What follows belongs to an exercise in optimizing a design on an open flow for small area; a production flow would make more cautious choices.
Only simulation tests tie the RTL to the original design; equivalence was not proved.
No activity file was given, so power comes from the tool's default toggle rates.

### flow/constraint.sdc
create_clock -name core_clock -period 10.0 [get_ports {clk_12m}]
set_input_delay 2.0000 -clock core_clock [delete_from_list [all_inputs] [get_ports {clk_12m}]]
set_output_delay 2.0000 -clock core_clock [all_outputs]
set_load 0.01 [all_outputs]
### flow/config.mk
export PLATFORM = sky130hd
export DESIGN_NAME = top
export DESIGN_NICKNAME = top
export VERILOG_FILES = /design/flow/design.v
export SDC_FILE = /design/flow/constraint.sdc
export NUM_CORES = 4
export LEC_CHECK = 0
export CAP_MARGIN = 20
export CORE_MARGIN = 2
export CORE_UTILIZATION = 40
export SLEW_MARGIN = 20
### flow/run.sh
#!/bin/bash
# synth_recipe.tcl (not shown) runs the flow's synth.tcl, then flattens the netlist and writes it again
# the make line also repeats each setting of config.mk as NAME=value (left out here)
make -C /OpenROAD-flow-scripts/flow DESIGN_CONFIG=/design/flow/config.mk WORK_HOME=/design/flow/orfs CLKGATE_MAP_FILE= SYNTH_SCRIPT=/design/flow/synth_recipe.tcl finish
### flow/design.v
module LED_shining (
input clk,
input rst_n,
output led1,
output led2
);
parameter CNT_1S = 'd12_000 - 1;
parameter CNT_05S = CNT_1S>>1;
reg [13:0] cnt;
always @(posedge clk or negedge rst_n) begin
  if (!rst_n) cnt <= 1'b0;
  else if (cnt >= CNT_1S)
	  cnt <= 1'b0;
  else cnt <= cnt + 1'b1;
end
wire clkdiv = (cnt>CNT_05S)? 1'b1 : 1'b0;
assign led1 = clkdiv;
assign led2 = ~clkdiv;
endmodule
module baud # (
		parameter				BPS_PARA = 1250
	)(
		input					clk,
		input					rst_n,
		input					bps_en,
		output	reg		bps_clk
	);
reg				[4:0]	cnt;
always @ (posedge clk or negedge rst_n) begin
	if(!rst_n)
		cnt <= 1'b0;
	else if((cnt >= BPS_PARA-1)||(!bps_en))
		cnt <= 1'b0;
	else
		cnt <= cnt + 1'b1;
end
always @ (posedge clk or negedge rst_n) begin
	if(!rst_n)
		bps_clk <= 1'b0;
	else if(cnt == (BPS_PARA>>1))
		bps_clk <= 1'b1;
	else
		bps_clk <= 1'b0;
end
endmodule
module uart_rx(
		input					clk,			 
		input					rst_n,			
		output	reg		bps_en,			
		input					bps_clk,		
		input					uart_rx,		 
		output	reg		rx_data_valid,	
		output	reg		[7:0]	rx_data_out		
	);	
reg	uart_rx0,uart_rx1,uart_rx2;	
always @ (posedge clk) begin
	uart_rx0 <= uart_rx;
	uart_rx1 <= uart_rx0;
	uart_rx2 <= uart_rx1;
end
wire	neg_uart_rx = uart_rx2 & ~uart_rx1;	
reg				[3:0]	num;			
always @ (posedge clk or negedge rst_n) begin
	if(!rst_n)
		bps_en <= 1'b0;
	else if(neg_uart_rx && (!bps_en))	 
		bps_en <= 1'b1;		
	else if(num==4'd9)		             
		bps_en <= 1'b0;			
end
reg				[7:0]	rx_data;
always @ (posedge clk or negedge rst_n) begin
	if(!rst_n) begin
		num <= 4'd0;
		rx_data <= 8'd0;
	end else if(bps_en) begin	
		if(bps_clk) begin			
			num <= num + 1'b1;
			if(num<=4'd8) rx_data[num-1] <= uart_rx1;  
		end else if(num == 4'd9) begin		           
			num <= 4'd0;				
		end
	end else begin
		num <= 4'd0;
	end
end
always @ (posedge clk or negedge rst_n) begin
	if(!rst_n) begin
		rx_data_out <= 8'd0;
		rx_data_valid <= 1'b0;
	end else if(num == 4'd9) begin	
		rx_data_out <= rx_data;
		rx_data_valid <= 1'b1;
	end else begin
		rx_data_out <= rx_data_out;
		rx_data_valid <= 1'b0;
	end
end
endmodule
module uart_tx(
		input					clk,				 
		input					rst_n,			
		output	reg		bps_en,			
		input					bps_clk,			
		input					tx_data_valid,	
		input			[7:0]	tx_data_in,		
		output	reg		uart_tx			 
	);
reg				[3:0]	num;
reg				[9:0]	tx_data_r;	
always @ (posedge clk or negedge rst_n) begin
	if(!rst_n) begin
		bps_en <= 1'b0;
		tx_data_r <= 10'd0;
	end else if(tx_data_valid && (!bps_en))begin	
		bps_en <= 1'b1;		
		tx_data_r <= {1'b1,tx_data_in,1'b0};	
	end else if(num==4'd10) begin	
		bps_en <= 1'b0;		 
	end
end
always @ (posedge clk or negedge rst_n) begin
	if(!rst_n) begin
		num <= 1'b0;
		uart_tx <= 1'b1;
	end else if(bps_en) begin
		if(bps_clk) begin
			num <= num + 1'b1;
			uart_tx <= tx_data_r[num];
		end else if(num>=4'd10) 
			num <= 4'd0;	
	end
end
endmodule
module uart_bus #(
		parameter				BPS_PARA = 20  	 
	)(
		input					clk,			 
		input					rst_n,			
		input					uart_rx,		 
		output				rx_data_valid,	
		output	[7:0]		rx_data_out,		
		input					tx_data_valid,	
		input			[7:0]	tx_data_in,		
		output				uart_tx			 
);	
wire					bps_en_rx,bps_clk_rx;
baud #(
		.BPS_PARA(BPS_PARA)
	)baud_rx(	
		.clk(clk),				 
		.rst_n(rst_n),			
		.bps_en(bps_en_rx),	
		.bps_clk(bps_clk_rx)	
	);
uart_rx uart_rx_uut(
		.clk(clk),							 
		.rst_n(rst_n),						
		.bps_en(bps_en_rx),				
		.bps_clk(bps_clk_rx),			
		.uart_rx(uart_rx),				 
		.rx_data_valid(rx_data_valid),
		.rx_data_out(rx_data_out)		
	);
wire					bps_en_tx,bps_clk_tx;
baud # (
		.BPS_PARA				(BPS_PARA		)
	) baud_tx(
		.clk(clk),				 
		.rst_n(rst_n),			
		.bps_en(bps_en_tx),	
		.bps_clk(bps_clk_tx)	
	);
uart_tx uart_tx_uut(
		.clk(clk),							 
		.rst_n(rst_n),						
		.bps_en(bps_en_tx),				
		.bps_clk(bps_clk_tx),			
		.tx_data_valid(tx_data_valid),
		.tx_data_in(tx_data_in),		
		.uart_tx(uart_tx)					 
	);
endmodule
module pwm #(
		parameter	WIDTH = 32	 
	)
	(
		input					clk,
		input					rst_n,
		input	[WIDTH-1:0]	cycle,	 
		input	[WIDTH-1:0]	duty,		 
		output	reg		pwm_out
);
reg	[WIDTH-1:0]	cnt;
always @(posedge clk or negedge rst_n)
	if(!rst_n) 
		cnt <= 1'b1;
	else if(cnt >= cycle) 
		cnt <= 1'b1;
	else 
		cnt <= cnt + 1'b1;
always @(posedge clk or negedge rst_n)
	if(!rst_n) 
		pwm_out <= 1'b1;
	else if(cnt < duty) 
		pwm_out <= 1'b1;
	else 
		pwm_out <= 1'b0;
endmodule
module music_to_tone
(
input			[4:0]	choose,
output	reg		[15:0]	cycle
);
always@(*) begin
	case(choose)
        5'd0: cycle = 16'd0; 
		5'd1: cycle = 16'd45872;	 
		5'd2: cycle = 16'd40858;	 
		5'd3: cycle = 16'd36408;	 
		5'd4: cycle = 16'd34364;	 
		5'd5: cycle = 16'd30612;	 
		5'd6: cycle = 16'd27273;	 
		5'd7: cycle = 16'd24296;	 
		5'd8: cycle = 16'd22931;	 
		5'd9: cycle = 16'd20432;	 
		5'd10: cycle = 16'd18201;	 
		5'd11: cycle = 16'd17180;	 
		5'd12: cycle = 16'd15306;	 
		5'd13: cycle = 16'd13636;	 
		5'd14: cycle = 16'd12148;	 
		5'd15: cycle = 16'd11478;	 
		5'd16: cycle = 16'd10215;	 
        5'd17: cycle = 16'd9105;	 
		5'd18: cycle = 16'd8596;	 
        5'd19: cycle = 16'd7654;	 
		5'd20: cycle = 16'd6819;	 
        5'd21: cycle = 16'd6073;	 
		default:  cycle = 16'd0;		 
	endcase
end
endmodule
module electric_piano(
		input				clk,
		input				rst_n,
		output reg  [6:0]	addr,
		output reg  [6:0]	addr_nxt,
		input    [4:0]	 data,
		input 	songs_choose,
		output			beeper
	);
wire [15:0]	cycle;
reg	 [4:0]	note_c;
reg no_flag;
reg [16:0] cnt_1s;
music_to_tone u2(
		.choose(note_c),
		.cycle(cycle)
);
pwm #(
		.WIDTH(16)
	) u3(
		.clk(clk),
		.rst_n(rst_n),
		.cycle(cycle),
		.duty(cycle>>1),
		.pwm_out(beeper)
);
reg songs_temp;
always @(posedge clk or negedge rst_n)
	if(!rst_n)
		songs_temp <= 1'b0;
	else
		songs_temp <= songs_choose;
always @(posedge clk or negedge rst_n)
	if(!rst_n)
		note_c <= 5'd0;
	else if(no_flag)
		note_c <= data;
	else
		note_c <= 5'd0;
wire last = (cnt_1s == 17'd95999);
always @(*)
	if(songs_temp != songs_choose)
		addr_nxt = songs_choose ? 7'd48 : 7'd0;
	else if(addr == 7'd47 && !songs_choose && last)
		addr_nxt = 7'd0;
	else if(addr == 7'd83 && songs_choose && last)
		addr_nxt = 7'd48;
	else if(last)
		addr_nxt = addr + 7'd1;
	else
		addr_nxt = addr;
always @(posedge clk or negedge rst_n)
	if(!rst_n)
		addr <= 7'd0;
	else
		addr <= addr_nxt;
always @(posedge clk or negedge rst_n)
	if(!rst_n)
		cnt_1s <= 17'd0;
	else if(cnt_1s == 17'd119999)
		cnt_1s <= 17'd0;
	else
		cnt_1s <= cnt_1s + 17'd1;
always @(posedge clk or negedge rst_n)
	if(!rst_n)
		no_flag <= 1'b0;
	else if(cnt_1s == 17'd0)
		no_flag <= 1'b1;
	else if(last)
		no_flag <= 1'b0;
endmodule
module music_store_ram (
    input            clk,
    input            rst_n,
    input      [6:0] addra,
    input      [4:0] dina,
    input            dina_new,     
    input            W_EN,
    input      [6:0] addrb,
    input      [6:0] addrb_nxt,
    output reg [4:0] doutb
);
reg [6:0] ph;
always @(posedge clk)
    ph <= (ph >= 7'd83) ? 7'd0 : ph + 7'd1;
reg  [5*84-1:0] sr;
wire [4:0] rout = sr[5*84-1 -: 5];
wire [6:0] am1  = addra - 7'd1;
wire       cmt  = (ph == addra) || (ph == am1 && addra != 7'd0 && !dina_new);
wire [4:0] rin  = cmt ? dina : rout;
always @(posedge clk)
    sr <= {sr[5*83-1:0], rin};
reg [4:0] M0, M48, M;
wire [4:0] M0n  = (W_EN && addra == 7'd0)  ? dina : M0;
wire [4:0] M48n = (W_EN && addra == 7'd48) ? dina : M48;
always @(posedge clk) begin
    M0  <= M0n;
    M48 <= M48n;
    if (addrb_nxt != addrb) begin
        if (addrb_nxt == 7'd0) M <= M0n;
        else if (addrb_nxt == 7'd48) M <= M48n;
    end else if (W_EN && addra == addrb)
        M <= dina;
    else if (ph == addrb)
        M <= rin;
end
always @(posedge clk or negedge rst_n) begin
    if (!rst_n)
        doutb <= 5'd0;
    else if (!W_EN)
        doutb <= M;
end
endmodule
module array_keyboard #
(
	parameter			CNT_200HZ = 600
)
(
	input					clk,
	input					rst_n,
	input			[3:0]	col,
	output reg	[3:0]	row,
	output		[2:0]	key_out,
	output reg			key_pulse
);
	reg	[8:0]	cnt;
	reg				clk_200hz;
	wire			tick_200hz = (cnt >= ((CNT_200HZ>>1) - 1));
	always@(posedge clk or negedge rst_n) begin
		if(!rst_n) begin
			cnt <= 9'd0;
			clk_200hz <= 1'b0;
		end else if(tick_200hz) begin
			cnt <= 9'd0;
			clk_200hz <= ~clk_200hz;
		end else
			cnt <= cnt + 1'b1;
	end
	reg		[1:0]		c_state;
	wire			rise_200hz = tick_200hz & ~clk_200hz;
	wire			fall_200hz = tick_200hz & clk_200hz;
	always@(posedge clk or negedge rst_n) begin
		if(!rst_n) begin
			c_state <= 2'd0;
			row <= 4'b1110;
		end else if(rise_200hz) begin
			c_state <= c_state + 2'd1;
			row <= {row[2:0], row[3]};
		end
	end
	reg	[15:0]	key,key_r,kout;
	assign key_out = kout[2:0];
	wire [3:0] kout_g = c_state == 2'd0 ? kout[ 3: 0] :
	                    c_state == 2'd1 ? kout[ 7: 4] :
	                    c_state == 2'd2 ? kout[11: 8] : kout[15:12];
	wire [3:0] key_g  = c_state == 2'd0 ? key[ 3: 0] :
	                    c_state == 2'd1 ? key[ 7: 4] :
	                    c_state == 2'd2 ? key[11: 8] : key[15:12];
	wire [3:0] keyr_g = c_state == 2'd0 ? key_r[ 3: 0] :
	                    c_state == 2'd1 ? key_r[ 7: 4] :
	                    c_state == 2'd2 ? key_r[11: 8] : key_r[15:12];
	always@(posedge clk or negedge rst_n) begin
		if(!rst_n) begin
			kout <= 16'hffff; key_r <= 16'hffff; key <= 16'hffff;
		end else if(fall_200hz) begin
			case(c_state)
				2'd0: begin kout[ 3: 0] <= key_r[ 3: 0]|key[ 3: 0]; key_r[ 3: 0] <= key[ 3: 0]; key[ 3: 0] <= col; end
				2'd1: begin kout[ 7: 4] <= key_r[ 7: 4]|key[ 7: 4]; key_r[ 7: 4] <= key[ 7: 4]; key[ 7: 4] <= col; end
				2'd2: begin kout[11: 8] <= key_r[11: 8]|key[11: 8]; key_r[11: 8] <= key[11: 8]; key[11: 8] <= col; end
				2'd3: begin kout[15:12] <= key_r[15:12]|key[15:12]; key_r[15:12] <= key[15:12]; key[15:12] <= col; end
			endcase
		end
	end
	always@(posedge clk or negedge rst_n)
		if(!rst_n)
			key_pulse <= 1'b0;
		else
			key_pulse <= fall_200hz && |(kout_g & ~(keyr_g | key_g));
endmodule
module In_Out_Handle (input				clk,
                      input				rst_n,
                      input		[3:0]	col,
                      output	 [3:0]	row,
                      input         uart_rx,
                      output        uart_tx,
                      output	reg				rx_data_valid_temp,
                      output	reg		[7:0]	rx_data_out_temp,
                      input					    tx_data_valid_temp,
                      input			    [7:0]	tx_data_in_temp,
                      output led_song,
                      output			beeper);
    wire rx_data_valid;
    wire [7:0]	rx_data_out;
    reg tx_data_valid;
    reg [1:0] tx_code;                  
    wire [7:0] tx_data_in = {1'b0, |tx_code, 4'b0000, tx_code};
    reg tx_data_valid_here;
    reg tx_data_in_here;                
    reg rx_data_valid_here;
    reg [4:0] rx_data_out_here;
    reg songs_choose;
    assign led_song = songs_choose;
    reg [6:0] rx_addr_in_index;
    wire [6:0] addr_out_index;
    wire [6:0] addr_out_nxt;
    wire [4:0] out_data;
    reg W_EN;
    reg finished_music_RX;
    reg back_music_RX;
    reg switch_pulse;
    wire [2:0] key_out;
    wire       key_pulse;
    array_keyboard u1(
    .clk(clk),
    .rst_n(rst_n),
    .col(col),
    .row(row),
    .key_out(key_out),
    .key_pulse(key_pulse)
    );
reg [1:0]switch_counters;
always @ (posedge clk or negedge rst_n)
    if (!rst_n)
        switch_counters <= 0;
    else if(switch_pulse==1'b1)
        switch_counters <= switch_counters +1'd1;
    else if(switch_counters == 2'd2)
        switch_counters <= 0;
always @ (posedge clk or negedge rst_n)
    if (!rst_n)  begin
        songs_choose <= 1'b0;
        switch_pulse <= 1'b0;
    end
    else if(!key_out[0] && key_pulse)
        songs_choose <= 1'b1 ;
    else if(!key_out[1]  && key_pulse)
        songs_choose <= 1'b0 ;
    else if(!key_out[2] && key_pulse)
        switch_pulse <= 1'b1;
    else if(switch_counters==2'd1)
        switch_pulse <= 1'b0;
    uart_bus u2(
    .clk(clk),
    .rst_n(rst_n),
    .uart_rx(uart_rx),
    .rx_data_valid(rx_data_valid),
    .rx_data_out(rx_data_out),
    .tx_data_valid(tx_data_valid),
    .tx_data_in(tx_data_in),
    .uart_tx(uart_tx)
    );
    electric_piano u_electric_piano(
    .clk(clk),
    .rst_n(rst_n),
    .addr(addr_out_index),
    .addr_nxt(addr_out_nxt),
    .data(out_data),
    .songs_choose(songs_choose),
    .beeper(beeper)
    );
    music_store_ram u_music_store_ram(
    .clk(clk),
    .rst_n(rst_n),
    .addra(rx_addr_in_index),
    .dina(rx_data_out_here),
    .dina_new(rx_data_valid_here),
    .W_EN(W_EN),
    .addrb(addr_out_index),
    .addrb_nxt(addr_out_nxt),
    .doutb(out_data)
    );
always @ (posedge clk or negedge rst_n)
    if (!rst_n)  begin
      rx_data_out_temp <= 0;
      rx_data_valid_temp <= 0;
      rx_data_out_here <= 0;
      rx_data_valid_here <=0;
    end
    else if(W_EN) begin
         rx_data_out_here <= rx_data_out[4:0];
         rx_data_valid_here <= rx_data_valid;
         rx_data_valid_temp <= 0;
    end
    else begin
        rx_data_out_temp <= rx_data_out;
        rx_data_valid_temp <= rx_data_valid;
        rx_data_valid_here <= 0;
    end
always @ (posedge clk or negedge rst_n)
    if (!rst_n)  begin
         tx_data_valid <= 1'b0;
         tx_code <= 2'd0;
    end
    else if(switch_pulse) begin
         tx_data_valid<= 1'b1;
         tx_code <= 2'd2;
    end
    else if(!W_EN) begin
         tx_data_valid<= tx_data_valid_temp;
         tx_code <= {1'b0, tx_data_in_temp[0]};
    end
    else begin
         tx_data_valid<= tx_data_valid_here;
         tx_code <= {tx_data_in_here, 1'b0};
    end
always @ (posedge clk or negedge rst_n)
    if (!rst_n)   begin
        W_EN <= 1'b1;
        tx_data_valid_here <= 1'b0;
        tx_data_in_here <= 1'b0;
    end
    else if(back_music_RX) begin
        W_EN <= 1'b0;
        tx_data_valid_here <= 1'b0;
      end
    else if(finished_music_RX) begin
        tx_data_valid_here <= 1'b1;
        tx_data_in_here <= 1'b1;
    end
always @ (posedge clk or negedge rst_n)
    if (!rst_n)
        back_music_RX <= 1'b0;
    else if(finished_music_RX)
        back_music_RX <= 1'b1;
always @ (posedge clk or negedge rst_n)
    if (!rst_n)  begin
        rx_addr_in_index <= 7'd0;
        finished_music_RX          <= 1'b0;
    end
    else if (rx_addr_in_index == 7'd83)
        finished_music_RX          <= 1'b1;
    else if (rx_data_valid_here)
        rx_addr_in_index <= rx_addr_in_index + 7'd1;
endmodule
module row_ram (
    input            clk,
    input            rst_n,
    input            we,
    input      [8:0] p,
    input            p_chg,
    input      [7:0] x,
    input      [8:0] r,
    input            r_inc,
    output reg [7:0] doutb
);
reg  [5:0] ph;
always @(posedge clk)
    ph <= ph + 6'd1;
wire [7:0] rout [0:7];
wire [7:0] rin  [0:7];
wire       cmt;
wire [2:0] cseg;
wire [7:0] cdat;
genvar g;
generate
    for (g = 0; g < 7; g = g + 1) begin : seg
        reg [8*64-1:0] sr;
        always @(posedge clk)
            sr <= {sr[8*63-1:0], rin[g]};
        assign rout[g] = sr[8*64-1 -: 8];
        assign rin[g]  = (cmt && cseg == g) ? cdat : rout[g];
    end
endgenerate
reg [8*32-1:0] sr7;
always @(posedge clk)
    sr7 <= {sr7[8*31-1:0], rin[7]};
assign rout[7] = sr7[8*32-1 -: 8];
assign rin[7]  = (cmt && cseg == 3'd7) ? cdat : rout[7];
function at_end;
    input [8:0] a;
    input [5:0] ph_;
    at_end = (a[8:6] == 3'd7) ? (a[4:0] == ph_[4:0]) : (a[5:0] == ph_);
endfunction
reg lv;
reg       o1v, o2v;
reg [8:0] o1a, o2a;
reg [7:0] o1d, o2d;
wire push   = p_chg && (lv || we);
wire o1hit  = o1v && (o1a == p);
wire o2hit  = o2v && (o2a == p);
wire c1     = o1v && at_end(o1a, ph);
wire c2     = o2v && at_end(o2a, ph) && !c1;
assign cmt  = c1 || c2;
assign cseg = c1 ? o1a[8:6] : o2a[8:6];
assign cdat = c1 ? o1d : o2d;
wire put1 = push && (o1hit || (!o2hit && !o1v));
wire put2 = push && !put1 && (o2hit || !o2v);
always @(posedge clk or negedge rst_n)
    if (!rst_n) begin
        lv  <= 1'b0;
        o1v <= 1'b0;
        o2v <= 1'b0;
    end else begin
        lv  <= p_chg ? 1'b0 : (lv || we);
        o1v <= put1 ? 1'b1 : (c1 ? 1'b0 : o1v);
        o2v <= put2 ? 1'b1 : (c2 ? 1'b0 : o2v);
    end
always @(posedge clk) begin
    if (put1) begin o1a <= p; o1d <= x; end
    if (put2) begin o2a <= p; o2d <= x; end
end
wire [8:0] q = r + 9'd1;
wire [7:0] qmerged = (lv && p == q)        ? x   :
                     (o1v && o1a == q)     ? o1d :
                     (o2v && o2a == q)     ? o2d : rout[q[8:6]];
wire wq = we && (p == q);
reg [7:0] Z, C, N;
always @(posedge clk) begin
    if (we && p == 9'd0) Z <= x;
    if (wq) N <= x;
    else if (at_end(q, ph)) N <= qmerged;
    if (r_inc) C <= wq ? x : N;
    else if (we && p == r) C <= x;
    if (!we) doutb <= (r == 9'd0) ? Z : C;
end
endmodule
module uart_to_ram (input wire clk_12m,
                    input wire clk,
                    input wire rst_n,
                    input	wire				rx_data_valid,
                    input	wire		[7:0]	rx_data_out,
                    input wire [8:0] addr_out_index,
                    input wire addr_out_inc,
                    input	wire show_row_done,
                    output	reg				tx_data_valid,
                    output	wire	[7:0]	tx_data_out,
                    output wire [7:0] out_data,
                    output reg [8:0] col_pos,
                    output reg W_EN,
                    output reg row_finished_flag);
    parameter SIZE_WIDTH_MAX = 9'd479;
    reg [8:0] addr_in_index;
    reg [8:0]  length_index;
    reg tx_a;                           
    assign tx_data_out = {1'b0, tx_a, 5'b00000, tx_a};
    reg show_row_done_flag;
    reg show_row_done_flag2;
    always @ (posedge clk_12m or negedge rst_n) begin
        if (!rst_n)
            length_index <= 9'd0;
        else if (length_index == 9'd480)
            length_index <= 9'd0;
        else if (rx_data_valid == 1'b1)
            length_index <= length_index + 9'd1;
    end
    wire at_max = (addr_in_index == SIZE_WIDTH_MAX);
    wire addr_chg = show_row_done_flag ? (addr_in_index != 9'd0) : (!at_max && rx_data_valid);
    always @ (posedge clk_12m or negedge rst_n)
        if (!rst_n)  begin
            addr_in_index <= 9'd0;
            W_EN          <= 1'b0;
        end
        else if (show_row_done_flag)
            addr_in_index <= 9'd0;
        else if (at_max)
            W_EN <= 1'b0;
        else if (rx_data_valid) begin
            addr_in_index <= addr_in_index + 9'd1;
            W_EN          <= 1'b1;
        end
    always @ (posedge clk or negedge rst_n)
        if (!rst_n)
            row_finished_flag <= 1'b0;
        else
            row_finished_flag <= (length_index == 9'd480);
    always @ (posedge clk or negedge rst_n)
        if (!rst_n)  begin
            col_pos            <= 9'd0;
            show_row_done_flag <= 1'd0;
        end
        else if (col_pos == 9'd320)
            col_pos <= 0;
        else if (show_row_done) begin
            col_pos <= col_pos + 9'd1;
            show_row_done_flag <= 1'd1;
        end
        else if (show_row_done_flag2)
            show_row_done_flag <= 1'd0;
    always @ (posedge clk_12m or negedge rst_n)
        if (!rst_n)  begin
            tx_a                <= 1'b0;
            tx_data_valid       <= 1'b0;
            show_row_done_flag2 <= 1'b0;
        end
        else if (show_row_done_flag == 1'b1) begin
            tx_data_valid       <= 1'b1;
            tx_a                <= 1'b1;
            show_row_done_flag2 <= 1'b1;
        end
        else begin
            tx_data_valid       <= 1'b0;
            show_row_done_flag2 <= 1'b0;
        end
    row_ram u_row_ram
    (.clk(clk),
    .rst_n(rst_n),
    .we(W_EN | rx_data_valid),
    .p(addr_in_index),
    .p_chg(addr_chg),
    .x(rx_data_out),
    .r(addr_out_index),
    .r_inc(addr_out_inc),
    .doutb(out_data)
    );
endmodule
module  lcd_write
(
    input   wire            sys_clk_50MHz       ,
    input   wire            sys_rst_n           ,
    input   wire    [8:0]   data                ,
    input   wire            en_write            ,
    output  reg             wr_done             ,
    output  wire            cs                  ,
    output  wire            dc                  ,
    output  reg             sclk                ,
    output  reg             mosi                
);
parameter CPOL = 1'b0;  
parameter CPHA = 1'b0;  
parameter DELAY_TIME = 3'd4;  
parameter CNT_SCLK_MAX = 4'd4;  
parameter STATE0 = 4'b0_001;
parameter STATE1 = 4'b0_010;
parameter STATE2 = 4'b0_100;
parameter DONE   = 4'b1_000;
reg     [3:0]   state;
reg     [2:0]   cnt_delay;
reg     [3:0]   cnt1;
reg     [2:0]   cnt_sclk;
reg             sclk_flag;
reg             state2_finish_flag;
always@(posedge sys_clk_50MHz or negedge sys_rst_n)
    if(!sys_rst_n)
        state <= STATE0;
    else
        case(state)
            STATE0 : state <= (en_write) ? STATE1 : STATE0; 
            STATE1 : state <= (cnt_delay == DELAY_TIME) ? STATE2 : STATE1; 
            STATE2 : state <= (state2_finish_flag) ? DONE : STATE2;
            DONE   : state <= STATE0;
        endcase
always@(posedge sys_clk_50MHz or negedge sys_rst_n)
    if(!sys_rst_n)
        cnt_delay <= 'd0;
    else if(state ==  DONE)
        cnt_delay <= 'd0;
    else if(state == STATE1 && cnt_delay < DELAY_TIME)
        cnt_delay <= cnt_delay + 1'b1;
    else
        cnt_delay <= 'd0;
always@(posedge sys_clk_50MHz or negedge sys_rst_n)
    if(!sys_rst_n)
        cnt1 <= 'd0;
    else if(state == STATE1)
        cnt1 <= 'd0;
    else if(state == STATE2 && cnt_sclk == CNT_SCLK_MAX)
        cnt1 <= cnt1 + 1'b1;
always@(posedge sys_clk_50MHz or negedge sys_rst_n)
    if(!sys_rst_n)
        cnt_sclk <= 'd0;
    else if(cnt_sclk == CNT_SCLK_MAX)
        cnt_sclk <= 'd0;
    else if(state == STATE2 && cnt_sclk < CNT_SCLK_MAX)
        cnt_sclk <= cnt_sclk + 1'b1;
always@(posedge sys_clk_50MHz or negedge sys_rst_n)
    if(!sys_rst_n)
        sclk_flag <= 1'b0;
    else if(CPHA == 1'b1 && state == STATE1 && (cnt_delay == DELAY_TIME - 1'b1))
        sclk_flag <= 1'b1;
    else if(cnt_sclk == CNT_SCLK_MAX - 1'b1)
        sclk_flag <= 1'b1;
    else
        sclk_flag <= 1'b0;
always@(posedge sys_clk_50MHz or negedge sys_rst_n)
    if(!sys_rst_n)
        state2_finish_flag <= 1'b0;
    else if(cnt1 == 'd15 && (cnt_sclk == CNT_SCLK_MAX - 1'b1))
        state2_finish_flag <= 1'b1;
    else
        state2_finish_flag <= 1'b0;
always@(posedge sys_clk_50MHz or negedge sys_rst_n)
    if(!sys_rst_n)
        sclk <= 1'b0;
    else if(CPOL == 1'b1 && state == STATE0)
        sclk <= 1'b1;
    else if(CPOL == 1'b0 && state == STATE0)
        sclk <= 1'b0;
    else if(sclk_flag)   
        sclk <= ~sclk;
    else
        sclk <= sclk;
always@(posedge sys_clk_50MHz or negedge sys_rst_n)
    if(!sys_rst_n)
        mosi <= 1'b0;
    else if(state == STATE0)
        mosi <= 1'b0;
    else if(state == STATE1 && cnt_delay == CNT_SCLK_MAX)
        mosi <= data[7];
    else if(state == STATE2 && sclk_flag)
        case(cnt1)
            1 : mosi <= data[6];
            3 : mosi <= data[5];
            5 : mosi <= data[4];
            7 : mosi <= data[3];
            9 : mosi <= data[2];
            11: mosi <= data[1];
            13: mosi <= data[0];
            15: mosi <= 1'b0;
            default: mosi <= mosi;
        endcase
    else 
        mosi <= mosi;
always@(posedge sys_clk_50MHz or negedge sys_rst_n)
    if(!sys_rst_n)
        wr_done <= 1'b0;
    else if(state == DONE)
        wr_done <= 1'b1;
    else
        wr_done <= 1'b0;
assign cs = (state == STATE2) ? 1'b0 : 1'b1;
assign dc = data[8]; 
endmodule
module  control
(
    input   wire             sys_clk_50MHz       ,   
    input   wire             sys_rst_n           ,
    input   wire     [8:0]   init_data           ,
    input   wire             en_write_init       ,
    input   wire             init_done           ,
    input   wire     [8:0]   show_pic_data      ,
    input   wire             en_write_show_pic  ,
	input   wire				  show_pic_done,
    output reg [8:0]col_pos,
	 output  reg             show_pic_flag      ,
    output  reg      [8:0]   data                ,
    output  reg              en_write      
);
reg     [1:0]   cnt1;
always@(posedge sys_clk_50MHz or negedge sys_rst_n)
    if(!sys_rst_n)
        col_pos <= 9'd0;
    else if(show_pic_done && col_pos< 9'd319)
        col_pos <=col_pos+9'd1;
    else 
        col_pos <=col_pos;
always@(posedge sys_clk_50MHz or negedge sys_rst_n)
    if(!sys_rst_n)
        data <= 'd0;
    else if(init_done == 1'b0)
        data <= init_data;
    else if(init_done == 1'b1)
        data <= show_pic_data;
    else
        data <= data;
always@(posedge sys_clk_50MHz or negedge sys_rst_n)
    if(!sys_rst_n)
        en_write <= 'd0;
    else if(init_done == 1'b0)
        en_write <= en_write_init ;
    else if(init_done == 1'b1)
        en_write <= en_write_show_pic;
    else
        en_write <= en_write;
always@(posedge sys_clk_50MHz or negedge sys_rst_n)
    if(!sys_rst_n)
        cnt1 <= 'd0;
    else if(show_pic_flag)
        cnt1 <= 'd0;
    else if(init_done && cnt1 < 'd3)
        cnt1 <= cnt1 + 1'b1;
    else
        cnt1 <= cnt1;
always@(posedge sys_clk_50MHz or negedge sys_rst_n)
    if(!sys_rst_n)
        show_pic_flag <= 1'b0;
    else if(cnt1 == 'd2 || show_pic_done)
        show_pic_flag <= 1'b1;
    else
        show_pic_flag <= 1'b0;        
endmodule
module lcd_init
 #( 
     parameter   TIME100MS    = 23'd5_000,   
                 TIME150MS    = 23'd7_500,   
                 TIME120MS    = 23'd6_000,   
                 TIMES4MAX    = 18'd493 ,   
                 DATA_IDLE    = 9'b0_0000_0000
 )
(
    input   wire            sys_clk_50MHz ,
    input   wire            sys_rst_n     ,
    input   wire            wr_done       ,
    output  reg             lcd_rst       ,
    output  reg     [8:0]   init_data     ,
    output  wire            en_write      ,
    output  wire            init_done
);
parameter   WHITE   = 16'hFFFF,
            BLACK   = 16'h0000,	  
            BLUE    = 16'h001F,  
            BRED    = 16'hF81F,
            GRED 	= 16'hFFE0,
            GBLUE	= 16'h07FF,
            RED     = 16'hF800,
            MAGENTA = 16'hF81F,
            GREEN   = 16'h07E0,
            CYAN    = 16'h7FFF,
            YELLOW  = 16'hFFE0,
            BROWN 	= 16'hBC40, 
            BRRED 	= 16'hFC07, 
            GRAY  	= 16'h8430; 
reg [5:0]   state;
parameter   S0_DELAY100MS         = 6'b000_001, 
            S1_DELAY50MS          = 6'b000_010,
            S2_WR_90              = 6'b000_100,
            S3_DELAY120MS         = 6'b001_000,
            S4_WR_DIRECTION_CLEAR = 6'b010_000,
            DONE                  = 6'b100_000;
reg [12:0]  cnt_150ms;
reg         lcd_rst_high_flag;
reg [5:0]   cnt_s2_num;
reg         cnt_s2_num_done; 
reg [8:0]  cnt_s4_num;
reg         cnt_s4_num_done;   
always@(posedge sys_clk_50MHz or negedge sys_rst_n)
    if(!sys_rst_n)
        state <= S0_DELAY100MS;
    else
        case(state)
            S0_DELAY100MS:
                state <= (cnt_150ms == TIME100MS) ? S1_DELAY50MS : S0_DELAY100MS;
            S1_DELAY50MS:
                state <= (cnt_150ms == TIME150MS) ? S2_WR_90 : S1_DELAY50MS;
            S2_WR_90:
                state <= (cnt_s2_num_done) ? S3_DELAY120MS : S2_WR_90;
            S3_DELAY120MS:
                state <= (cnt_150ms == TIME120MS) ? S4_WR_DIRECTION_CLEAR : S3_DELAY120MS; 
            S4_WR_DIRECTION_CLEAR:
                state <= (cnt_s4_num_done) ? DONE : S4_WR_DIRECTION_CLEAR;
            DONE:
                state <= DONE;
            default:
                state <= S0_DELAY100MS;
        endcase
always@(posedge sys_clk_50MHz or negedge sys_rst_n)
    if(!sys_rst_n)
        cnt_150ms <= 13'd0;
    else if(state == S0_DELAY100MS || state == S1_DELAY50MS || state == S3_DELAY120MS )
        cnt_150ms <= cnt_150ms + 1'b1;
    else
        cnt_150ms <= 13'd0;
always@(posedge sys_clk_50MHz or negedge sys_rst_n)
    if(!sys_rst_n)
        lcd_rst_high_flag <= 1'b0;
    else if(state == S0_DELAY100MS && (cnt_150ms == TIME100MS - 1'b1))
        lcd_rst_high_flag <= 1'b1;
    else
        lcd_rst_high_flag <= 1'b0;
always@(posedge sys_clk_50MHz or negedge sys_rst_n)
    if(!sys_rst_n)
        lcd_rst <= 1'b0;
    else if(lcd_rst_high_flag)
        lcd_rst <= 1'b1;
    else
        lcd_rst <= lcd_rst;
always@(posedge sys_clk_50MHz or negedge sys_rst_n)
    if(!sys_rst_n)
        cnt_s2_num <= 6'd0;
    else if(state != S2_WR_90)
        cnt_s2_num <= 6'd0;
    else if(wr_done && state == S2_WR_90)
        cnt_s2_num <= cnt_s2_num + 1'b1;
    else
        cnt_s2_num <= cnt_s2_num;
always@(posedge sys_clk_50MHz or negedge sys_rst_n)
    if(!sys_rst_n)
        cnt_s2_num_done <= 1'b0;
    else if(cnt_s2_num == 7'd57 && wr_done == 1'b1)
        cnt_s2_num_done <= 1'b1;
    else
        cnt_s2_num_done <= 1'b0;
always@(posedge sys_clk_50MHz or negedge sys_rst_n)
    if(!sys_rst_n)
        init_data <= DATA_IDLE;
    else if(state == S2_WR_90)
        case(cnt_s2_num)     
				7'd0:  init_data <= 9'h011 ;
            7'd1:  init_data <= 9'h036 ;
				7'd2:  init_data <= 9'h100 ;
            7'd3 :  init_data <= 9'h03a ; 
            7'd4 :  init_data <= 9'h105 ;                        
            7'd5 :  init_data <= 9'h0b2 ;                        
            7'd6 :  init_data <= 9'h10c ;                        
            7'd7 :  init_data <= 9'h10c ;  
            7'd8 :  init_data <= 9'h100 ;                        
            7'd9 :  init_data <= 9'h133 ;                        
            7'd10 :  init_data <= 9'h133 ;                        
            7'd11 :  init_data <= 9'h0b7 ;                        
            7'd12 :  init_data <= 9'h135 ;  
            7'd13:  init_data <= 9'h0bb ;                        
            7'd14:  init_data <= 9'h132 ;                        
            7'd15:  init_data <= 9'h0c2 ;                        
            7'd16:  init_data <= 9'h101 ;  
            7'd17:  init_data <= 9'h0c3 ;                        
            7'd18:  init_data <= 9'h115 ;                        
            7'd19:  init_data <= 9'h0c4 ;                        
            7'd20:  init_data <= 9'h120 ;                        
            7'd21:  init_data <= 9'h0c6 ;                        
            7'd22:  init_data <= 9'h10f ;	
            7'd23:  init_data <= 9'h0d0 ;                        
            7'd24:  init_data <= 9'h1a4 ;  
            7'd25:  init_data <= 9'h1a1 ;                        
            7'd26:  init_data <= 9'h0e0 ;                        
            7'd27:  init_data <= 9'h1d0 ;  
            7'd28:  init_data <= 9'h108 ;                        
            7'd29:  init_data <= 9'h10e ;  
            7'd30:  init_data <= 9'h109 ;                        
            7'd31:  init_data <= 9'h109 ;  
            7'd32:  init_data <= 9'h105 ;                        
            7'd33:  init_data <= 9'h131 ;                        
            7'd34:  init_data <= 9'h133 ;  
            7'd35:  init_data <= 9'h148 ;                        
            7'd36:  init_data <= 9'h117 ;  
            7'd37:  init_data <= 9'h114 ;                        
            7'd38:  init_data <= 9'h115 ;				
            7'd39:  init_data <= 9'h131 ;                        
            7'd40:  init_data <= 9'h134 ;  
            7'd41:  init_data <= 9'h0e1 ;                        
            7'd42:  init_data <= 9'h1d0 ;                        
            7'd43:  init_data <= 9'h108 ;  
            7'd44:  init_data <= 9'h10e ;                        
            7'd45:  init_data <= 9'h109 ;                        
            7'd46:  init_data <= 9'h109 ;  
            7'd47:  init_data <= 9'h115 ;                        
            7'd48:  init_data <= 9'h131 ;  
            7'd49:  init_data <= 9'h133 ;                        
            7'd50:  init_data <= 9'h148 ;  
            7'd51:  init_data <= 9'h117 ;                        
            7'd52:  init_data <= 9'h114 ;                        
            7'd53:  init_data <= 9'h115 ;                        
            7'd54:  init_data <= 9'h131 ;                        
            7'd55:  init_data <= 9'h134 ;                        
            7'd56:  init_data <= 9'h021 ;                        
            7'd57:  init_data <= 9'h029 ;
            default: init_data <= DATA_IDLE;
        endcase
    else if(state == S4_WR_DIRECTION_CLEAR)
        case(cnt_s4_num)
            'd0 :  init_data <= 9'h029;
            'd1 :  init_data <= 9'h036;
            'd2 :  init_data <= 9'h100;
            'd3 :  init_data <= 9'h02a;
            'd4 :  init_data <= 9'h100;
            'd5 :  init_data <= 9'h100;
            'd6 :  init_data <= 9'h100;
            'd7 :  init_data <= 9'h1ef;
            'd8 :  init_data <= 9'h02b;
            'd9 :  init_data <= 9'h100;
            'd10:  init_data <= 9'h100;
            'd11:  init_data <= 9'h101;
            'd12:  init_data <= 9'h13f;
            'd13:  init_data <= 9'h02c;
            default : 
                if(cnt_s4_num >= 'd14 && cnt_s4_num[0] == 0)
                    init_data <= {1'b1,WHITE[15:8]};
                else if(cnt_s4_num >= 'd14 && cnt_s4_num[0] == 1)
                    init_data <= {1'b1,WHITE[7:0]};
                else
                    init_data <= DATA_IDLE;
        endcase
    else
        init_data <= DATA_IDLE;
always@(posedge sys_clk_50MHz or negedge sys_rst_n)
    if(!sys_rst_n)
        cnt_s4_num <= 9'd0;
    else if(state != S4_WR_DIRECTION_CLEAR)
        cnt_s4_num <= 9'd0;
    else if(wr_done && state == S4_WR_DIRECTION_CLEAR)
        cnt_s4_num <= cnt_s4_num + 1'b1;
    else                   
        cnt_s4_num <= cnt_s4_num;
always@(posedge sys_clk_50MHz or negedge sys_rst_n)
    if(!sys_rst_n)
        cnt_s4_num_done <= 1'b0;
    else if(cnt_s4_num == TIMES4MAX && wr_done == 1'b1)
        cnt_s4_num_done <= 1'b1;
    else
        cnt_s4_num_done <= 1'b0;  
assign en_write = (state == S2_WR_90 || state == S4_WR_DIRECTION_CLEAR) ? 1'b1 : 1'b0;      
assign init_done = (state == DONE) ? 1'b1 : 1'b0;        
endmodule
module lcd_show_row (input wire sys_clk,
                     input wire sys_rst_n,
                     input wire wr_done,
                     input wire show_pic_flag,        
                     input wire [8:0] col_pos,
                     input wire [7:0] rom_q,
                     output wire [8:0] rom_addr,
                     output wire rom_inc,
                     output wire [8:0] show_pic_data, 
                     output wire show_pic_done,
                     output wire en_write_show_pic);
    parameter SIZE_WIDTH_MAX  = 9'd479;
    parameter SIZE_LENGTH_MAX = 9'd319;
    parameter STATE0 = 4'b0_001;
    parameter STATE1 = 4'b0_010;
    parameter STATE2 = 4'b0_100;
    parameter DONE   = 4'b1_000;
    reg  [3:0] state;
    reg          the1_wr_done;
    reg  [3:0] cnt_set_windows;
    reg          state1_finish_flag;
    reg  [2:0] cnt_rom_prepare;
    reg  [15:0] temp;
    reg          length_num_flag;
    reg  [8:0] cnt_length_num;
    reg  [9:0] cnt_wr_color_data;
    reg  [8:0] data;
    wire         state2_finish_flag;
    reg [8:0] col_pos_temp;
    always @(*)
        col_pos_temp <= col_pos+1'b1;
    always @(posedge sys_clk or negedge sys_rst_n)
        if (!sys_rst_n) state <= STATE0;
        else
        case (state)
            STATE0: state <= (show_pic_flag) ? STATE1 : STATE0;
            STATE1: state <= (state1_finish_flag) ? STATE2 : STATE1;
            STATE2: state <= (state2_finish_flag) ? DONE : STATE2;
            DONE:   state <= STATE0;
        endcase
        always @(posedge sys_clk or negedge sys_rst_n)
            if (!sys_rst_n) the1_wr_done   <= 1'b0;
            else if (wr_done) the1_wr_done <= 1'b1;
            else the1_wr_done              <= 1'b0;
    always @(posedge sys_clk or negedge sys_rst_n)
        if (!sys_rst_n) cnt_set_windows <= 'd0;
        else if (state == STATE1 && the1_wr_done) cnt_set_windows <= cnt_set_windows + 1'b1;
        else cnt_set_windows <= cnt_set_windows;
    always @(posedge sys_clk or negedge sys_rst_n)
        if (!sys_rst_n) state1_finish_flag <= 1'b0;
        else if (cnt_set_windows == 'd10 && the1_wr_done) state1_finish_flag <= 1'b1;
        else state1_finish_flag <= 1'b0;
    reg en_state2_flag;
    always@(posedge sys_clk or negedge sys_rst_n)
        if (!sys_rst_n)  en_state2_flag <= 1'b0;
        else if (state == STATE2) en_state2_flag<= 1'b1;
        else if (state == DONE) en_state2_flag<= 1'b0;
        else en_state2_flag <= en_state2_flag;
    reg [8:0] rom_data_index;
    assign rom_addr = rom_data_index;
    assign rom_inc  = state == STATE2 && the1_wr_done && rom_data_index < SIZE_WIDTH_MAX;
    always @(posedge sys_clk or negedge sys_rst_n)
        if (!sys_rst_n) rom_data_index <= 0;
        else if (state == STATE0)  rom_data_index <= 0;
        else if (state == STATE2 && the1_wr_done && rom_data_index < SIZE_WIDTH_MAX)  rom_data_index <= rom_data_index+1'b1;
        else  rom_data_index <= rom_data_index;
    always @(posedge sys_clk or negedge sys_rst_n)
        if (!sys_rst_n)  temp <= 16'd0;
        else temp             <= {temp[7:0],rom_q};
    always@(posedge sys_clk or negedge sys_rst_n)
        if (!sys_rst_n)
            length_num_flag <= 1'b0;
            else if (
            state == STATE2 &&
            rom_data_index == SIZE_WIDTH_MAX &&
            the1_wr_done
            )
            length_num_flag <= 1'b1;
        else
            length_num_flag <= 1'b0;
    always @(posedge sys_clk or negedge sys_rst_n)
        if (!sys_rst_n) data <= 9'h000;
        else if (state == STATE1)
        case (cnt_set_windows)
            0: data       <= 9'h02A;
            1: data       <= {1'b1, 8'h00};
            2: data       <= {1'b1, 8'h00};
            3: data       <= {1'b1, 8'h00};
            4: data       <= {1'b1, 8'hef};   
            5: data       <= 9'h02B;
            6: data       <= {1'b1, 7'h00,col_pos[8]};
            7: data       <= {1'b1, col_pos[7:0]};
            8: data       <= {1'b1, 7'h00,col_pos_temp[8]};
            9: data       <= {1'b1, col_pos_temp[7:0]};   
            10: data      <= 9'h02C;
            default: data <= 9'h000;
        endcase
        else if (state == STATE2)
        data <= {1'b1,temp[15:8]};
    else data <= data;
    assign state2_finish_flag = (
    (
    (rom_data_index == SIZE_WIDTH_MAX)
    ) &&
    length_num_flag
    ) ? 1'b1 : 1'b0;
    assign show_pic_data     = data;
    assign en_write_show_pic = (state == STATE1 || en_state2_flag) ? 1'b1 : 1'b0;
    assign show_pic_done     = (state == DONE) ? 1'b1 : 1'b0;
endmodule
module  picture_display
(
    input           	clk			,
    input               clk_50MHz,
    input           	rst_n		   ,
    input               rx_data_valid,
    input               [7:0]	rx_data_out,
    output              tx_data_valid,
    output               [7:0]	tx_data_in,
    output          	lcd_rst     ,
	output				lcd_blk		,
    output          	lcd_dc      ,
    output          	lcd_sclk    ,
    output          	lcd_mosi    ,
    output          	lcd_cs      
);
wire    [8:0]   data;   
wire            en_write;
wire            wr_done; 
wire    [8:0]   init_data;
wire            en_write_init;
wire            init_done;
wire            en_size            ;
wire            show_pic_flag     ;
wire    [6:0]   ascii_num          ;
wire    [8:0]   start_x            ;
wire    [8:0]   start_y            ;
wire    [8:0]   show_pic_data     ;
wire            en_write_show_pic  ;
wire            show_char_done     ;  
wire     [8:0]  rom_addr;
wire    [7:0]   rom_q; 
wire show_pic_done;
wire rom_inc;
wire [8:0]col_pos;
assign			lcd_blk = 1'b1;
wire W_EN;
wire row_finished_flag;
lcd_write  lcd_write_inst
(
    .sys_clk_50MHz(clk_50MHz	  ),
    .sys_rst_n    (rst_n  		  ),
    .data         (data         ),
    .en_write     (en_write     ),
    .wr_done      (wr_done      ),
    .cs           (lcd_cs       ),
    .dc           (lcd_dc       ),
    .sclk         (lcd_sclk     ),
    .mosi         (lcd_mosi     )
);
control  control_inst
(
    .sys_clk_50MHz          (clk_50MHz 	       ), 
    .sys_rst_n              (rst_n		          ),
    .init_data              (init_data           ),
    .en_write_init          (en_write_init       ),
    .init_done              (init_done           ),
    .show_pic_data         (show_pic_data      ),
    .en_write_show_pic     (en_write_show_pic  ),
    .show_pic_done   (show_pic_done),
	.show_pic_flag	      (show_pic_flag     ),
    .data                   (data                ),
    .en_write               (en_write            )
);
lcd_init  lcd_init_inst
(
    .sys_clk_50MHz(clk_50MHz		),
    .sys_rst_n    (rst_n	     ),
    .wr_done      (wr_done      ),
    .lcd_rst      (lcd_rst      ),
    .init_data    (init_data    ),
    .en_write     (en_write_init),
    .init_done    (init_done    )
);
reg show_temp;
always@(posedge clk or negedge rst_n)
    if(!rst_n)
        show_temp <= 1'b0;
    else if(show_pic_flag)
        show_temp <= 1'b1;
    else if(row_finished_flag)
        show_temp <= 1'b0;
    else
    show_temp <=show_temp;
lcd_show_row u_lcd_show_row
(
    .sys_clk			(clk_50MHz    ),
    .sys_rst_n        	(rst_n        ),
    .wr_done          	(wr_done      ),
    .show_pic_flag    	(show_temp && row_finished_flag), 
	.col_pos  (col_pos),
	.rom_addr	 		(rom_addr), 
	.rom_inc			(rom_inc),
	.rom_q				(rom_q),
	.show_pic_data    	(show_pic_data     ),   
    .en_write_show_pic  (en_write_show_pic ),
    .show_pic_done   (show_pic_done)  
);
uart_to_ram  u_uart_to_ram
(
    .clk_12m(clk),
    .clk(clk_50MHz),
    .rst_n(rst_n),
    .rx_data_valid(rx_data_valid),
    .rx_data_out(rx_data_out),
    .addr_out_index(rom_addr),
    .addr_out_inc(rom_inc),
    .show_row_done(show_pic_done),
    .tx_data_valid(tx_data_valid),
    .tx_data_out(tx_data_in),
    .out_data(rom_q),
    .col_pos(col_pos),
    .W_EN(W_EN),
    .row_finished_flag(row_finished_flag)
                   );
endmodule
module top (
input clk_12m,       
input rst_n,     
output led1,     
output led2,      
output          	lcd_rst     ,
output				lcd_blk		,
output          	lcd_dc      ,
output          	lcd_sclk    ,
output          	lcd_mosi    ,
output          	lcd_cs   ,
input				uart_rx,		 
output				uart_tx,
input		[3:0]	col,
output	    [3:0]	row,
output led_song,
output			    beeper
);
wire  clk_48m = clk_12m;
LED_shining  u_LED_shining (
    .clk                     ( clk_12m     ),
    .rst_n                   ( rst_n   ),
    .led1                    ( led1  ),
    .led2                    (     )
);
assign led2 = led1;
wire rx_data_valid;
wire [7:0]	rx_data_out;
wire tx_data_valid;
wire [7:0]	tx_data_in;
picture_display u_picture_display(
    .clk		( clk_12m)	,
    .clk_50MHz ( clk_48m)	,
    .rst_n		 (rst_n)  ,
    .rx_data_valid(rx_data_valid),
    .rx_data_out(rx_data_out),
    .tx_data_valid(tx_data_valid),
    .tx_data_in(tx_data_in),
    .lcd_rst     (lcd_rst),
	.lcd_blk	(lcd_blk)	,
    .lcd_dc      (lcd_dc),
    .lcd_sclk    (lcd_sclk),
    .lcd_mosi    (lcd_mosi),
    .lcd_cs  (lcd_cs)
);
In_Out_Handle  u_In_Out_Handle(
    .clk(clk_12m),
    .rst_n(rst_n),
    .col(col),
    .row(row),
    .uart_rx(uart_rx),
    .uart_tx(uart_tx),
    .rx_data_valid_temp(rx_data_valid),
    .rx_data_out_temp(rx_data_out),
    .tx_data_valid_temp(tx_data_valid),
    .tx_data_in_temp(tx_data_in),
    .led_song(led_song),
    .beeper(beeper)
);
endmodule
==> flow_summary.yaml, run 1 <==
routing:
  post-route-drc-count: 0
  route.final.wire_length_mm: 152
  detail_route.first_pass.iterations: 7
  vias_per_cell: 4.13
  detail_route.iter0.violations: 2543
  drt_antenna_net_count: 0
  num_vias: 46700
  detail_route.wl_per_cell_um: 13.4
timing:
  finalSetupViolations: 0
  final_max_slew_viol_count: 0
  hold-worst-slack_ns: 0.282
  finalHoldViolCount: 0
  worstMarginPinSlew_ns: 1.18
  timing.slew.headroom_pct: 20.4
  final.min_clock_period_ns: 4.53
  rsz_0062_raised_after_global_routing: "false"
  fmax_mhz: 221
  fin_skew_ns: 0.0781
  final_min_period_over_clock_period_pct: 45.3
  fin_tns_setup_ns: 0
clock_network:
  cts_resized: 0
  holdBufCountCts: 0
  cts_sinks: 4728
  cts-root-to-sink-buffers: 4
  clock_latency_ns: 0.93
  cts.repair_timing.setup_buffer_count: 0
  numCtsBuffers: 418
  cts_tree: "done"
  cts_max_level: 5
  cts_root_buf: "sky130_fd_sc_hd__clkbuf_16"
  clock_slew_at_the_register_clock_pins_of_the_worst_setup_and_hold_paths_ns: 0.06
synthesis:
  synth_warnings: 17
  synth_nets: 7050
  syn_inst: 6932
  synth_ff_type: "sky130_fd_sc_hd__dfxtp_1"
  netlist_top_cells_count: "sky130_fd_sc_hd__dfxtp_1, sky130_fd_sc_hd__dfrtp_1, sky130_fd_sc_hd__nor2_1"
  post_synth_top_area_share_pct: 77.1
  synthesis.area_per_instance_um2: 16.0
  synthDistinctLibCells: 89
  count_of_flip_flops_with_a_built_in_enable_after_synthesis: 71
  mappedNetlistArea_um2: 111000
  synth_sequential_area_ratio_pct: 87.5
  yosys.area.top_type: "sky130_fd_sc_hd__dfxtp_1"
  synthArstFlopShare_pct: 7.85
  synthMostInstantiatedCell: "sky130_fd_sc_hd__dfxtp_1"
  post_synthesis_sequential_element_count: 4728
  ys_top_cells_by_area: "sky130_fd_sc_hd__dfxtp_1, sky130_fd_sc_hd__dfrtp_1, sky130_fd_sc_hd__edfxtp_1"
setup_path:
  slowest_delay_ns: 0.61
  worstSetupStartpointType: "flip-flop"
  critical_path.cell_chain: "nor2_1, and3_1, inv_1, clkdlybuf4s50_1"
  cp-end-kind: "primary output"
  endpoint_arrival_time_on_the_critical_path_ns: 2.53
  library_cell_contributing_the_largest_single_delay_on_the_critical_path: "sky130_fd_sc_hd__dfstp_2"
  crit_fanout: 10
  critPathRequiredTime_ns: 8.00
  worst_setup_path_type: "flip-flop to primary output"
placed_design:
  placed_cell_area_um2: 116000
  detailed_place_hpwl_mm: 86.2
  place.gp.congestion: 0.783
  portBuffers: 20
global_route:
  grt_usage_pct: 10.7
  globalRoute.totalOverflow: 0
  number_of_global_route_vias_before_repair: 47400
  grt_max_degree: 157
  initial_antenna_violation_count: 3
  first_pass_grt_wire_length_mm: 250
die:
  placeableCoreArea_um2: 276000
  floorplan.io_pins: 22
  floorplan.rows: 193
  die-width_um: 531
  initial_utilization_pct: 40.2
  chipHeight_um: 531
  dieArea_um2: 282000
power:
  leakage_nw: 52.4
  worst_ir_drop_vdd_v: 0.000170
  power_density_nw_per_um2: 270
job:
  max_cap_violations: 0
final_layout:
  post-route-cell-area_um2: 130000
  sequential_cell_area_um2: 97300
  finalNetCount: 7364
  n_fill_cell: 23300
  area.growth.synth_to_final_pct: 17.0
  multi_input_gate_area_in_the_final_layout_um2: 13100
  layout_cells_sized_above_1_pct: 12.0
run_status:
  run_status: "finished clean"
min_path:
  min_path_type: "flip-flop to flip-flop"
[worst paths after layout]
check / from / endpoint / slack, ns / depth (start not counted)
worst max-delay path: u_picture_display.lcd_write_inst.state[0]$_DFFE_PN1P_ / lcd_cs / 5.47 / 4
worst min-delay path: u_In_Out_Handle.u_music_store_ram.sr[6]$_DFF_P_ / u_In_Out_Handle.u_music_store_ram.sr[11]$_DFF_P_ / 0.28 / 0
worst max register to register: flip-flop / u_picture_display.u_uart_to_ram.u_row_ram.N[1]$_DFFE_PP_ / 5.64 / 9
worst min register to register: u_In_Out_Handle.u_music_store_ram.sr[6]$_DFF_P_ / u_In_Out_Handle.u_music_store_ram.sr[11]$_DFF_P_ / 0.28 / 0
max in group asynchronous: rst_n / async pin / 6.66 / 3
min in group asynchronous: rst_n / u_picture_display.lcd_write_inst.cnt1[3]$_DFFE_PN0P_ / 1.14 / 1
[power by group]
part | switching, mW | internal [mW]
clock network | 6.69 | 9.38
registers | 0.0206 | 18.9
logic | 0.0918 | 0.0520
total | 6.80 | 28.3
[registers in the layout, summed over array words and instances (netlist names), 16 cells and up]
signal / count
u_picture_display.u_uart_to_ram.u_row_ram.seg.sr: 3584
u_In_Out_Handle.u_music_store_ram.sr: 420
u_picture_display.u_uart_to_ram.u_row_ram.sr7: 256
u_In_Out_Handle.u_electric_piano.cnt_1s: 17
u_In_Out_Handle.u1.key: 16
u_In_Out_Handle.u1.key_r: 16
u_In_Out_Handle.u1.kout: 16
u_In_Out_Handle.u_electric_piano.u3.cnt: 16
u_picture_display.u_lcd_show_row.temp: 16
[critical path, delay by kind of cell (launching register included)]
family,cells,cell delay [ns]
buffers and inverters,2,0.70
flip-flops,1,0.61
AND/OR/NAND/NOR,2,0.33
[metal layers]
metal	vias to the layer above	track usage, %	wire, um
met5	-	0	0
met2	713	15.4	62700
met4	0	4.85	5590
met3	387	2.22	6200
li1	23300	-	-
met1	22300	15.4	77600
[cells by family after synthesis]
logic type	after synthesis	share of synthesized area, %
AOI/OAI and AO/OA	519	2.95
xor gates and xnor gates	235	1.87
adders and majority gates	111	1.25
buffers and inverters	240	0.826
DFF	4728	87.5
muxes	156	1.57
other	1	0.00337
and+or+nand+nor	942	4.07
[cell usage in the layout (no fill, tap or decap), types with 10 or more instances in the layout]
cell type,Yosys,layout
sky130_fd_sc_hd__dfxtp_1,4286,4286
sky130_fd_sc_hd__clkbuf_16,0,420
sky130_fd_sc_hd__dfrtp_1,313,313
sky130_fd_sc_hd__nor2_1,285,280
sky130_fd_sc_hd__nand2_1,236,236
sky130_fd_sc_hd__a21oi_1,155,155
sky130_fd_sc_hd__xnor2_1,135,134
sky130_fd_sc_hd__o21ai_0,130,130
sky130_fd_sc_hd__nand3_1,114,114
sky130_fd_sc_hd__mux2_2,114,114
sky130_fd_sc_hd__ha_1,111,111
sky130_fd_sc_hd__xor2_1,98,98
sky130_fd_sc_hd__clkbuf_8,0,98
sky130_fd_sc_hd__inv_1,95,95
sky130_fd_sc_hd__clkbuf_1,132,95
sky130_fd_sc_hd__edfxtp_1,71,71
sky130_fd_sc_hd__clkinv_2,0,68
sky130_fd_sc_hd__dfstp_2,58,58
sky130_fd_sc_hd__nor3_1,48,47
sky130_fd_sc_hd__nand4_1,45,45
sky130_fd_sc_hd__nor2b_1,35,35
sky130_fd_sc_hd__mux2i_1,39,35
sky130_fd_sc_hd__a31oi_1,34,34
sky130_fd_sc_hd__bufinv_16,0,32
sky130_fd_sc_hd__and3_1,27,27
sky130_fd_sc_hd__nand2b_1,27,27
sky130_fd_sc_hd__o22ai_1,25,25
sky130_fd_sc_hd__nor4_1,26,23
sky130_fd_sc_hd__o211ai_1,20,20
sky130_fd_sc_hd__and2_1,19,19
sky130_fd_sc_hd__a21o_1,19,19
sky130_fd_sc_hd__clkdlybuf4s50_1,0,19
sky130_fd_sc_hd__a211oi_1,16,16
sky130_fd_sc_hd__buf_4,2,16
sky130_fd_sc_hd__a22oi_1,15,15
sky130_fd_sc_hd__clkinv_16,0,13
sky130_fd_sc_hd__or3_1,12,12
sky130_fd_sc_hd__nor3b_1,11,11
sky130_fd_sc_hd__inv_6,0,10
[per-stage QoR]
step / total power, mW / std cells / utilization, % / setup slack (ns)
after floorplan: 19.4 / 6932 / - / 6.42
after global placement: 19.5 / 10500 / 41.8 / 5.70
after detailed placement: 19.5 / 10500 / 41.8 / 5.61
after CTS: 35.6 / 11300 / 47.0 / 5.36
after global routing: 36.4 / 11300 / 47.0 / 5.32
final: 35.1 / 11300 / 47.1 / 5.47
[final cells by class]
class                           instances  area share [%]
Clock buffer                          613            9.39
Sequential cell                      4728            74.8
Inverter                               97           0.280
Multi-Input combinational cell       1964            10.1
Clock inverter                        156            1.64
Tap cell                             3705            3.56
Antenna cell                            7          0.0135
Timing Repair Buffer                   37           0.265
==> run 2: changes to the inputs <==
--- a/flow/config.mk
+++ b/flow/config.mk
@@ -5,6 +5,7 @@
 export SDC_FILE = /design/flow/constraint.sdc
 export NUM_CORES = 4
 export LEC_CHECK = 0
+export ABC_AREA = 1
 export CAP_MARGIN = 20
 export CORE_MARGIN = 2
 export CORE_UTILIZATION = 40
==> run 2 against run 1 <==
Via count up 7.7%. Sequential cell count unchanged. Routed wire length up 9.6%.
==> flow_summary.yaml, run 2 <==
setup_path:
  crit_fanout: 7
  cp-end-kind: "primary output"
  slowest_delay_ns: 0.52
  library_cell_contributing_the_largest_single_delay_on_the_critical_path: "sky130_fd_sc_hd__clkdlybuf4s50_1"
  worst_setup_path_type: "flip-flop to primary output"
  worstReg2RegStart: "u_In_Out_Handle.u_electric_piano.note_c[3]$_DFF_PN0_"
  critPathRequiredTime_ns: 8.00
  worst_path_most_repeated_cell: "sky130_fd_sc_hd__inv_1"
  worstRegToRegCells: 8
  r2r_end: "u_In_Out_Handle.u_electric_piano.u3.cnt[6]$_DFF_PN0_"
  timing.reg2reg.setup_slack_ns: 6.15
  critical_path.cell_chain: "nor2_1, inv_1, nor3_1, inv_1, clkdlybuf4s50_1"
  endpoint_arrival_time_on_the_critical_path_ns: 2.69
  worstSetupStartpointType: "flip-flop"
clock_network:
  cts_root_buf: "sky130_fd_sc_hd__clkbuf_16"
  cts.repair_timing.setup_buffer_count: 0
  cts-root-to-sink-buffers: 4
  cts_resized: 0
  numCtsBuffers: 415
  cts_sinks: 4728
  holdBufCountCts: 0
  clock_latency_ns: 0.94
  cts_max_level: 5
  cts_tree: "done"
  clock_slew_at_the_register_clock_pins_of_the_worst_setup_and_hold_paths_ns: 0.07
routing:
  detail_route.iter0.violations: 2770
  num_vias: 50300
  route.final.wire_length_mm: 167
  post-route-drc-count: 0
  detail_route.wl_per_cell_um: 13.7
  drt_antenna_net_count: 0
  vias_per_cell: 4.14
  detail_route.first_pass.iterations: 8
global_route:
  grt_usage_pct: 11.7
  first_pass_grt_wire_length_mm: 274
  globalRoute.totalOverflow: 0
  grt_max_degree: 112
  initial_antenna_violation_count: 6
  number_of_global_route_vias_before_repair: 51900
synthesis:
  synthDistinctLibCells: 69
  yosys.area.top_type: "sky130_fd_sc_hd__dfxtp_1"
  synthArstFlopShare_pct: 7.85
  synth_warnings: 17
  synthMostInstantiatedCell: "sky130_fd_sc_hd__dfxtp_1"
  netlist_top_cells_count: "sky130_fd_sc_hd__dfxtp_1, sky130_fd_sc_hd__nand2_1, sky130_fd_sc_hd__inv_1"
  syn_inst: 7706
  ys_top_cells_by_area: "sky130_fd_sc_hd__dfxtp_1, sky130_fd_sc_hd__dfrtp_1, sky130_fd_sc_hd__nand2_1"
  post_synth_top_area_share_pct: 76.4
  synth_ff_type: "sky130_fd_sc_hd__dfxtp_1"
  synth_sequential_area_ratio_pct: 86.7
  count_of_flip_flops_with_a_built_in_enable_after_synthesis: 71
  mappedNetlistArea_um2: 112000
  synthesis.area_per_instance_um2: 14.6
  synth_nets: 7824
  post_synthesis_sequential_element_count: 4728
final_layout:
  n_fill_cell: 24000
  largest-register: "u_picture_display.u_uart_to_ram.u_row_ram.seg.sr"
  layout_cells_sized_above_1_pct: 10.1
  multi_input_gate_area_in_the_final_layout_um2: 12800
  sequential_cell_area_um2: 97300
  layout.cells.most_common_list: "sky130_fd_sc_hd__dfxtp_1, sky130_fd_sc_hd__nand2_1, sky130_fd_sc_hd__inv_1, sky130_fd_sc_hd__clkbuf_16, sky130_fd_sc_hd__dfrtp_1"
  fin_cells: 12100
  area.growth.synth_to_final_pct: 17.0
  finalNetCount: 8187
  biggestRegsByFlops: "u_picture_display.u_uart_to_ram.u_row_ram.seg.sr (3584), u_In_Out_Handle.u_music_store_ram.sr (420), u_picture_display.u_uart_to_ram.u_row_ram.sr7 (256)"
  largest_reg_flops: 3584
  mostFrequentLayoutCell: "sky130_fd_sc_hd__dfxtp_1"
timing:
  final.min_clock_period_ns: 4.69
  finalSetupViolations: 0
  finalHoldViolCount: 0
  fin_tns_setup_ns: 0
  fin_skew_ns: 0.0610
  rsz_0062_raised_after_global_routing: "false"
  worstMarginPinSlew_ns: 0.994
  final_min_period_over_clock_period_pct: 46.9
  timing.slew.headroom_pct: 33.2
  final_max_slew_viol_count: 0
  hold-worst-slack_ns: 0.274
  fmax_mhz: 213
placed_design:
  portBuffers: 20
  place.gp.congestion: 0.804
  detailed_place_hpwl_mm: 98.3
  dpl.cell_count: 11400
run_status:
  run_status: "finished clean"
min_path:
  min_path_type: "flip-flop to flip-flop"
  min_delay_path_depth: 0
job:
  max_cap_violations: 0
die:
  floorplan.io_pins: 22
  floorplan.rows: 194
  placeableCoreArea_um2: 279000
  initial_utilization_pct: 40.2
  die-width_um: 534
  dieArea_um2: 285000
  chipHeight_um: 534
power:
  leakage_nw: 54.6
  worst_ir_drop_vdd_v: 0.000173
  power_density_nw_per_um2: 268
-- run 2: changes by cell type after synthesis, moves of 28 or more --
cell and delta:
sky130_fd_sc_hd__nand2_1 +656, sky130_fd_sc_hd__inv_1 +363, sky130_fd_sc_hd__mux2_2 -104, sky130_fd_sc_hd__nand3_1 +104, sky130_fd_sc_hd__xnor2_1 -100, sky130_fd_sc_hd__clkbuf_1 -88
sky130_fd_sc_hd__o21ai_0 +66, sky130_fd_sc_hd__nor3_1 +55, sky130_fd_sc_hd__mux2i_1 -39, sky130_fd_sc_hd__nand4_1 +36, sky130_fd_sc_hd__nor2b_1 -35, sky130_fd_sc_hd__a21oi_1 -30
sky130_fd_sc_hd__xor2_1 -28
-- run 2: cells by family (layout without fill, tap and decap cells) --
kind of cell    Yosys count  after routing  share of synthesized area, %
compound gates          469            469                          2.45
xor+xnor                107            107                         0.848
fa+ha+maj               111            111                          1.24
buf+inv                 562           1275                          1.98
flops                  4728           4728                          86.7
mux                      10             10                         0.100
other cells               1              5                       0.00334
simple gates           1718           1718                          6.71
-- run 2: worst max path at each step --
| stage | slack [ns] | start | endpoint | cells after the start |
|---|---|---|---|---|
| finish | 5.31 | u_picture_display.lcd_write_inst.state[1]$_DFFE_PN0P_ | lcd_cs | 5 |
| global route | 5.00 | u_picture_display.lcd_write_inst.state[1]$_DFFE_PN0P_ | lcd_cs | 5 |
| CTS | 5.18 | u_picture_display.lcd_write_inst.state[1]$_DFFE_PN0P_ | lcd_cs | 5 |
| detailed placement | 6.16 | u_In_Out_Handle.u_electric_piano.note_c[3]$_DFF_PN0_ | u_In_Out_Handle.u_electric_piano.u3.cnt[13]$_DFF_PN0_ | 8 |
| global placement | 6.14 | u_picture_display.lcd_write_inst.state[1]$_DFFE_PN0P_ | lcd_cs | 5 |
| floorplan | 6.80 | u_LED_shining.cnt[5]$_DFF_PN0_ | led2 | 5 |
-- run 2: critical path, delay by kind of cell (launching register included) --
| kind | cells | cell delay, ns |
|---|---|---|
| flip-flops | 1 | 0.40 |
| buffers and inverters | 3 | 0.78 |
| AND/OR/NAND/NOR | 2 | 0.62 |
-- run 2: report_power, final --
part,internal [mW],switching (mW)
clock network,9.48,6.74
logic,0.00351,0.0319
registers,18.9,0.000698
total,28.4,6.78
-- run 2: routing by layer --
metal	global-route usage [%]	wire, um
met5	0	0
met2	17.9	71600
met4	4.56	5460
met3	2.29	6980
met1	16.4	82500
-- run 2: stage by stage --
| stage | power, mW | area (um2) | utilization [%] | setup WS, ns |
|---|---|---|---|---|
| finish | 35.2 | 131000 | 47.0 | 5.31 |
| floorplan | 19.3 | 112000 | - | 6.80 |
| global placement | 19.3 | 117000 | 41.8 | 6.14 |
| CTS | 35.6 | 131000 | 47.0 | 5.18 |
| detailed placement | 19.3 | 117000 | 41.8 | 6.16 |
| global route | 36.4 | 131000 | 47.0 | 5.00 |
-- run 2: cell type report --
| cell class | count | share of cell area [%] |
|---|---|---|
| Timing Repair Buffer | 31 | 0.219 |
| Clock buffer | 604 | 9.37 |
| Multi-Input combinational cell | 2416 | 9.71 |
| Antenna cell | 4 | 0.00762 |
| Inverter | 477 | 1.37 |
| Clock inverter | 163 | 1.69 |
| Sequential cell | 4728 | 74.1 |
| Tap cell | 3724 | 3.55 |

## re-timing with driven ports
The flow's constraints put no driver on any port. The routed layouts listed below were extracted and timed again, unchanged, in two steps.
Step 1 (the two cells are an assumption about what drives the block):
set clk [get_ports {clk_12m}]
set_driving_cell -lib_cell sky130_fd_sc_hd__clkbuf_16 $clk
set_driving_cell -lib_cell sky130_fd_sc_hd__buf_2 [delete_from_list [all_inputs] $clk]
Step 2 moves the port delays by t, midway between the first and last clock arrival at a register: inputs arrive t later, outputs are due t later. That takes back most of the time a late clock gives input paths.
Three values: ideal, step 1, step 2; two values: the first two.
run | shift t [ns] | slack for setup (ns) | worst slew at a driven data input, ns
run 1 | 0.976 | 5.470 / 5.386 / 5.644 | 0.05
run 2 | 0.989 | 5.310 / 5.218 / 6.153 | 0.05
After both steps every run listed still meets setup and hold.
